Context: an optimization exercise on an open-source flow, tuned for small area. The choices shown serve that exercise and are no tape-out recipe. Power figures rest on the tool's default switching activity, not on a simulated workload.

## conv_layer
module conv_layer(out, activations, weights, clk, rst);
output reg [255:0] out;
input [63:0] activations;
input [63:0] weights;
input clk, rst;
reg [63:0] w_r;
reg [7:0] one [0:3];   
reg [7:0] two [0:3];   
reg [7:0] neg [0:3];   
reg [6:0] c;
reg s1, s2, v;
reg [23:0] acc [0:15];
reg [2:0] cr [0:15];
reg [15:0] sh [0:15];
wire first = (c == 7'd0) | s2;    
wire ld_sh = (c == 7'd0);         
wire ld_out = (c == 7'd6) & v;     
wire [23:0] kinit = s2 ? 24'd7929856 : 24'd2359296;
always @(posedge clk) begin
  w_r <= weights;
  s2 <= s1;
  if (!rst) begin
    c <= 7'd0;
    s1 <= 1'b1;
    v <= 1'b0;
  end else begin
    c <= (c == 7'd107) ? 7'd0 : c + 7'd1;
    s1 <= 1'b0;
    if (c == 7'd107) v <= 1'b1;
  end
end
wire [7:0] nz [0:3];
wire [7:0] negn [0:3];
genvar p, j, i;
generate
for (p = 0; p < 4; p = p + 1) begin : enc
  wire [16:0] ax = {activations[16*p +: 16], 1'b0};
  for (j = 0; j < 8; j = j + 1) begin : dig
    always @(posedge clk) begin
      one[p][j] <= ax[2*j+1] ^ ax[2*j];
      two[p][j] <= (ax[2*j+2] & ~ax[2*j+1] & ~ax[2*j]) | (~ax[2*j+2] & ax[2*j+1] & ax[2*j]);
      neg[p][j] <= ax[2*j+2];
    end
    assign nz[p][j] = one[p][j] | two[p][j];
    assign negn[p][j] = ~neg[p][j];
  end
end
for (i = 0; i < 16; i = i + 1) begin : lane
  localparam integer F = i / 4, P = i % 4;
  wire [15:0] w = w_r[16*F +: 16];
  ...
Settings: LEC_CHECK=0, CAP_MARGIN=10, CORE_MARGIN=2, CORE_UTILIZATION=65, CTS_BUF_LIST=sky130_fd_sc_hd__clkbuf_8 sky130_fd_sc_hd__clkbuf_16, CTS_CLUSTER_DIAMETER=100, CTS_CLUSTER_SIZE=20, SLEW_MARGIN=10, SYNTH_HIERARCHICAL=1, SYNTH_MINIMUM_KEEP_SIZE=0; clock period 7.0 ns.
run.sh (not shown) runs the stock make flow with config.mk's settings and CLKGATE_MAP_FILE= SYNTH_SCRIPT=/design/flow/synth_recipe.tcl, a recipe that flattens the netlist after the stock synthesis.
Next try:
==> flow/flow/run.sh (new file) <==
#!/bin/bash
# Own layout flow: the standard layout (standard.sh: ORFS synthesis through finish) with
# the smallest buffer on every port, and non-critical gates downsized after global routing.
set -euo pipefail
cd "$(dirname "$0")/.."
export BUFFER_PORTS_ARGS="-buffer_cell sky130_fd_sc_hd__buf_1"
export RECOVER_POWER=100
bash standard.sh > flow_standard.log 2>&1
==> flow/standard.sh (new file) <==
#!/bin/bash
# synth_recipe.tcl (not shown) runs the flow's synth.tcl, then flattens the netlist and writes it again
# the make line also repeats each setting of config.mk as NAME=value (left out here)
make -C /OpenROAD-flow-scripts/flow DESIGN_CONFIG=/design/flow/config.mk WORK_HOME=/design/flow/orfs CLKGATE_MAP_FILE= SYNTH_SCRIPT=/design/flow/synth_recipe.tcl "${@:-finish}"
removed: flow/run.sh
This time the run produced a layout that fails on capacitance limit, slew limit.
Power fell by about 0.46%.
Critical path depth fell by 6.
Maximum frequency fell by 1.3%.
Global-route usage fell by 0.26 points.
Next try:
==> flow/flow/run.sh (replaced) <==
#!/bin/bash
# Own layout flow: the standard layout (standard.sh: ORFS synthesis through finish),
# with the smallest buffer (buf_1) as the buffer on every input and output port.
set -euo pipefail
cd "$(dirname "$0")/.."
export BUFFER_PORTS_ARGS="-buffer_cell sky130_fd_sc_hd__buf_1"
bash standard.sh > flow_standard.log 2>&1
The new run finished with timing, DRC and antenna clean.
Combinational power barely changes.
Cell count stays the same.
Wire length hardly moves.
Non-clock buffer count is unchanged.
Power is about the same.
Setup slack improved by 78 ps.
Die area is unchanged.
Next try:
- CORE_UTILIZATION: 65 -> 80
Clock skew came out lower by 4.0 ps.
Design area goes down by 0.84%.
Synthesized cell count does not change.
Routed wire length went down by 1.7%.
Cell count shrinks by 4.0%.
Maximum frequency is lower by 1.2%.
Area after synthesis stays the same.
Non-clock buffer count shrinks by 67.
Count of clock-buffer cells in the layout falls by 4.
No run of this note included a check of the RTL's function; only the layout flow was run.

## static timing again, ports no longer ideal
Ports are ideal in the flow. The routed layouts listed here were re-timed in OpenROAD.
Step 1: set_driving_cell puts a clkbuf_16 on clk and a buf_2 on each other input, an assumption about the parent block.
Step 2 also shifts input and output timing later by t, the mid clock arrival at the registers, as if the neighbouring blocks saw the same clock.
Slacks: ideal / step 1 / step 2; pairs: ideal / step 1.
run | shift t [ns] | setup WS [ns] | latest minus earliest clock arrival (ns) | worst data-port slew with drivers (ns)
the first run | 0.839 | 0.329 / 0.329 / 0.329 | 0.046 / 0.046 | 0.07
the second run | 0.845 | 0.242 / 0.242 / 0.217 | 0.040 / 0.041 | 0.11
the third run | 0.847 | 0.320 / 0.320 / 0.320 | 0.044 / 0.044 | 0.11
the fourth run | 0.822 | 0.241 / 0.241 / 0.241 | 0.049 / 0.049 | 0.22
The setup slack of the second run, which loses most, moves by 0.000 ns with the drivers and by -0.025 ns with both steps.
